This design comes from an exercise in tuning for small area, a short achievable clock period and few clock cycles per item on the open sky130 flow, not from production work.
RTL that was checked went through simulation tests only; none was proved equivalent to the original.

== run a ==
## systolic_array
module systolic_array #(
    parameter DATAWIDTH = 16,
    parameter N_SIZE = 4
) (
    input clk, rst_n,
    input valid_in,
    input [N_SIZE*DATAWIDTH-1:0] matrix_a_in,  
    input [N_SIZE*DATAWIDTH-1:0] matrix_b_in,  
    output reg valid_out,
    output [N_SIZE*DATAWIDTH*2-1:0] matrix_out  
);
    reg [4:0] cnt;
    reg ld;          
    always @(posedge clk or negedge rst_n) begin
        if (!rst_n) begin
            cnt <= 5'd0;
            valid_out <= 1'b0;
            ld <= 1'b1;
        end else begin
            ld <= (cnt == 5'd0) || (cnt == 5'd1) || (cnt == 5'd2) || (cnt == 5'd18);
            if (cnt == 5'd0)
                cnt <= valid_in ? 5'd1 : 5'd0;
            else if (cnt == 5'd18)
                cnt <= 5'd0;
            else
                cnt <= cnt + 5'd1;
            valid_out <= (cnt == 5'd5) || (cnt == 5'd9) || (cnt == 5'd13) || (cnt == 5'd17);
        end
    end
    reg last;
    always @(posedge clk)
        last <= (cnt[1:0] == 2'd0);
    reg [15:0] ra1_0, ra1_1, ra1_2, ra1_3;
    reg [15:0] ra2_0, ra2_1, ra2_2, ra2_3;
    reg [15:0] ra3_0, ra3_1, ra3_2, ra3_3;
    reg [63:0] rb0, rb1, rb2, rb3;
    always @(posedge clk) begin
        ra1_0 <= matrix_a_in[16 +: 16];
        ra2_0 <= ld ? matrix_a_in[32 +: 16] : ra2_3;
        ra3_0 <= ld ? matrix_a_in[48 +: 16] : ra3_3;
        rb0 <= ld ? matrix_b_in : rb3;
        ra1_1 <= ra1_0; ra1_2 <= ra1_1; ra1_3 <= ra1_2;
        ra2_1 <= ra2_0; ra2_2 <= ra2_1; ra2_3 <= ra2_2;
        ra3_1 <= ra3_0; ra3_2 <= ra3_1; ra3_3 <= ra3_2;
        rb1 <= rb0; rb2 <= rb1; rb3 <= rb2;
    end
    reg [15:0] asel;
    always @(*) begin
        case (cnt[3:2])
            2'd0: asel = matrix_a_in[15:0];
            2'd1: asel = ra1_3;
            2'd2: asel = ra2_3;
            default: asel = ra3_3;
        endcase
    end
    wire [17:0] ax = {2'b00, asel};
    reg [7:0] bneg, bone, btwo;
    reg btop;
    always @(posedge clk) begin
        bneg[0] <= ax[1];
        bone[0] <= ax[0] ^ 1'b0;
        btwo[0] <= (ax[1] & ~ax[0] & ~1'b0) | (~ax[1] & ax[0] & 1'b0);
        bneg[1] <= ax[3];
        bone[1] <= ax[2] ^ ax[1];
        btwo[1] <= (ax[3] & ~ax[2] & ~ax[1]) | (~ax[3] & ax[2] & ax[1]);
  ...
clock: 10.0 ns
lec_check: 0
cap_margin: 20
core_margin: 2
core_utilization: 40
slew_margin: 20
standard.sh (not shown) runs the stock make flow with config.mk's settings and CLKGATE_MAP_FILE= SYNTH_SCRIPT=/design/flow/synth_recipe.tcl, a recipe that flattens the netlist after the stock synthesis.
==> flow/flow/run.sh <==
#!/bin/bash
# Layout flow: the standard ORFS flow (standard.sh) with three changes:
#  - after the standard synthesis, flow/fixpol.py removes most of the inverters that
#    Yosys' full-adder extraction leaves between full adders (each full adder may be used
#    in its inverted form, since FA(~a,~b,~c) = ~FA(a,b,c)); registers are not touched;
#  - the repair steps aim for a larger setup slack margin, so that the paths end well
#    below the 10 ns clock period; the SDC and the period are the standard flow's own;
#  - port buffers are buf_2, and the clock tree uses larger sink clusters.
set -euo pipefail
R=orfs/results/sky130hd/systolic_array/base
ARGS="SETUP_SLACK_MARGIN=6.7 CORE_UTILIZATION=65 CTS_CLUSTER_SIZE=30 CTS_CLUSTER_DIAMETER=60"
bash standard.sh synth > standard_synth.log 2>&1
cp $R/1_2_yosys.v $R/1_2_yosys.standard.v
python3 flow/fixpol.py $R/1_2_yosys.standard.v $R/1_2_yosys.v > fixpol.log 2>&1
bash standard.sh $ARGS BUFFER_PORTS_ARGS='-buffer_cell sky130_fd_sc_hd__buf_2' finish > standard_flow.log 2>&1
Other scripts of this flow, unchanged in this note and not shown: flow/flow/fixpol.py
Relative to run a, the following input files were edited for run b:
--- a/flow/design.v
+++ b/flow/design.v
@@ -32,13 +32,13 @@
         last <= (cnt[1:0] == 2'd0);
     reg [15:0] ra1_0, ra1_1, ra1_2, ra1_3;
     reg [15:0] ra2_0, ra2_1, ra2_2, ra2_3;
     reg [15:0] ra3_0, ra3_1, ra3_2, ra3_3;
     reg [63:0] rb0, rb1, rb2, rb3;
     always @(posedge clk) begin
-        ra1_0 <= matrix_a_in[16 +: 16];
+        ra1_0 <= ld ? matrix_a_in[16 +: 16] : ra1_3;
         ra2_0 <= ld ? matrix_a_in[32 +: 16] : ra2_3;
         ra3_0 <= ld ? matrix_a_in[48 +: 16] : ra3_3;
         rb0 <= ld ? matrix_b_in : rb3;
         ra1_1 <= ra1_0; ra1_2 <= ra1_1; ra1_3 <= ra1_2;
         ra2_1 <= ra2_0; ra2_2 <= ra2_1; ra2_3 <= ra2_2;
         ra3_1 <= ra3_0; ra3_2 <= ra3_1; ra3_3 <= ra3_2;
==> comparison <==
- Going from run a to run b, multi-input combinational cell count grew slightly.
- For run b, the startpoint of the most critical setup path was bneg[3]$_DFF_P_, unlike run a, where it was ps0[2]$_DFF_P_.
- From run a to run b the numbers moved as follows: core occupancy in the finished layout decreased 0.28 points, fraction of area in clock buffers and inverters essentially unchanged, number of non-clock buffers in the layout shows a reduction of 36, initial antenna violation count down 2, largest fanout on the critical path rose 19.
- [compare] base=run a new=run b: register area closely matched the old numbers, die outline area climbed about 0.6%, synthesized area rose by 330 um2.
- Run b — area growth from synthesis to final layout 0.78 points lower, run a as reference
- A cell with the largest stage delay on the worst path of sky130_fd_sc_hd__fa_2 is what run a shows, while sky130_fd_sc_hd__dfxtp_4 belongs to run b.
- The final reports for run b and run a show overall die height higher in the former.
- Compare run a and run b | share of layout cells above drive strength 1 higher: run a
Function was not checked in any run of this note: the RTL went through the layout flow alone.

---

oak:
Another version of the RTL of systolic_array (not shown whole).
For scale: ~4100 cells after synthesis, about 50000 um^2 of cells after synthesis.
export LEC_CHECK = 0
export CAP_MARGIN = 20
export CORE_MARGIN = 2
export CORE_UTILIZATION = 40
export SLEW_MARGIN = 20
create_clock -name core_clock -period 10.0 [get_ports {clk}]
Scripts as last shown in full above: flow/flow/run.sh
Other scripts of this flow, unchanged in this note and not shown: flow/flow/fixpol.py
Testbench counts of oak, summed over its fixed seeds: cycles 14,592, matrices 768.
The inputs of pine differ from those of oak as listed below.
diff --git a/flow/design.v b/flow/design.v
--- a/flow/design.v
+++ b/flow/design.v
@@ -27,23 +27,23 @@
             valid_out <= (cnt == 5'd5) || (cnt == 5'd9) || (cnt == 5'd13) || (cnt == 5'd17);
         end
     end
     reg last;
     always @(posedge clk)
         last <= (cnt[1:0] == 2'd0);
     reg [15:0] ra1_0, ra1_1, ra1_2, ra1_3;
     reg [15:0] ra2_0, ra2_1, ra2_2, ra2_3;
     reg [15:0] ra3_0, ra3_1, ra3_2, ra3_3;
     reg [63:0] rb0, rb1, rb2, rb3;
     always @(posedge clk) begin
-        ra1_0 <= ld ? matrix_a_in[16 +: 16] : ra1_3;
+        ra1_0 <= matrix_a_in[16 +: 16];
         ra2_0 <= ld ? matrix_a_in[32 +: 16] : ra2_3;
         ra3_0 <= ld ? matrix_a_in[48 +: 16] : ra3_3;
         rb0 <= ld ? matrix_b_in : rb3;
         ra1_1 <= ra1_0; ra1_2 <= ra1_1; ra1_3 <= ra1_2;
         ra2_1 <= ra2_0; ra2_2 <= ra2_1; ra2_3 <= ra2_2;
         ra3_1 <= ra3_0; ra3_2 <= ra3_1; ra3_3 <= ra3_2;
         rb1 <= rb0; rb2 <= rb1; rb3 <= rb2;
     end
     reg [15:0] asel;
     always @(*) begin
         case (cnt[3:2])
--- outcome ---
acc1[19] as the critical path endpoint was reported by pine, and acc3[17] by oak.
oak reports its master of the slowest instance on the critical path as dfxtp_4 while pine reports fa_1.
In pine relative to oak, sum of met2 wire segment lengths after detailed routing had gone down by a few percent.
Against oak, die area in pine fell slightly.
The higher final instance area came out of oak.
pine vs oak — core footprint dropped about 0.33%.
Average via count per standard cell went down slightly going from oak to pine.
Summary of pine over oak: number of clock buffers inserted by TritonCTS shows a reduction of 4.3%, critical path depth shows a reduction of 2, part of the cycle the worst path needs shows an increase of 0.49 points.
Buffering overhead for pine: 0.75 points down relative to oak
Only the layout flow was run in pine; the RTL was not checked for function there.

---

Setup of run 2:
Another version of the RTL of systolic_array (not shown whole).
Size in the first run: about 4,000 cells after synthesis, ~260 I/O pins.
// systolic_array
module systolic_array #(
    parameter DATAWIDTH = 16,
    parameter N_SIZE = 4
) (
    input clk, rst_n,
    input valid_in,
    input [N_SIZE*DATAWIDTH-1:0] matrix_a_in,  
    input [N_SIZE*DATAWIDTH-1:0] matrix_b_in,  
    output reg valid_out,
    output [N_SIZE*DATAWIDTH*2-1:0] matrix_out  
);
clock: 10.0 ns
lec_check: 0
cap_margin: 20
core_margin: 2
core_utilization: 40
slew_margin: 20
Scripts as last shown in full above: flow/flow/run.sh
Other scripts of this flow, unchanged in this note and not shown: flow/flow/fixpol.py
Edits applied to the flow inputs when going from run 2 to run 4:
--- a/flow/design.v
+++ b/flow/design.v
@@ -26,25 +26,25 @@
                 cnt <= cnt + 5'd1;
             valid_out <= (cnt == 5'd5) || (cnt == 5'd9) || (cnt == 5'd13) || (cnt == 5'd17);
         end
     end
     reg last;
     always @(posedge clk)
         last <= (cnt[1:0] == 2'd0);
     reg [15:0] ra1_0, ra1_1, ra1_2, ra1_3;
     reg [15:0] ra2_0, ra2_1, ra2_2, ra2_3;
     reg [15:0] ra3_0, ra3_1, ra3_2, ra3_3;
     reg [63:0] rb0, rb1, rb2, rb3;
     always @(posedge clk) begin
-        ra1_0 <= ld ? matrix_a_in[16 +: 16] : ra1_3;
+        ra1_0 <= matrix_a_in[16 +: 16];
         ra2_0 <= ld ? matrix_a_in[32 +: 16] : ra2_3;
         ra3_0 <= ld ? matrix_a_in[48 +: 16] : ra3_3;
         rb0 <= ld ? matrix_b_in : rb3;
         ra1_1 <= ra1_0; ra1_2 <= ra1_1; ra1_3 <= ra1_2;
         ra2_1 <= ra2_0; ra2_2 <= ra2_1; ra2_3 <= ra2_2;
         ra3_1 <= ra3_0; ra3_2 <= ra3_1; ra3_3 <= ra3_2;
         rb1 <= rb0; rb2 <= rb1; rb3 <= rb2;
     end
     reg [15:0] asel;
     always @(*) begin
         case (cnt[3:2])
             2'd0: asel = matrix_a_in[15:0];
Notes after the runs:
- Summary of run 4 over run 2: worst-skew pair later-pin latency -0.04 ns; final cell count +about 0.5%.
- Changes observed in run 4 relative to run 2: routing usage on met1 increased by 0.36 points relative to the old numbers; worst setup slack moved up.
Testbench counts of run 4, summed over its fixed seeds: cycles 14,592, matrices 768.
Only the layout flow was run in run 2; the RTL was not checked for function there.

separate check: timing with driven ports:
In the flow no input, the clock included, has a driving cell. The finished layouts below were timed again as built, in two steps.
Step 1, drivers: a clkbuf_16 drives clk and a buf_2 each remaining input, both assumed.
Step 2, shift: input delay + t, output delay - t, t = (earliest + latest rising clock arrival at the registers) / 2. This alone moves slack from input paths to output paths.
Three values: ideal ports, drivers, drivers and shift; two values: the first two.
run | t, ns | slack for setup (ns) | worst setup path at the end | latest minus earliest clock arrival (ns)
run a | 0.730 | 6.629 / 6.629 / 6.629 | register to register | 0.046 / 0.046
run b | 0.737 | 6.741 / 6.708 / 6.741 | register to register | 0.061 / 0.062
oak | 0.722 | 6.696 / 6.696 / 6.696 | register to register | 0.069 / 0.069
pine | 0.720 | 6.647 / 6.647 / 6.647 | register to register | 0.052 / 0.053
run 2 | 0.762 | 6.608 / 6.608 / 6.608 | register to register | 0.047 / 0.047
run 4 | 0.718 | 6.640 / 6.640 / 6.640 | register to register | 0.055 / 0.055
After both steps setup and hold are still met in every run listed.
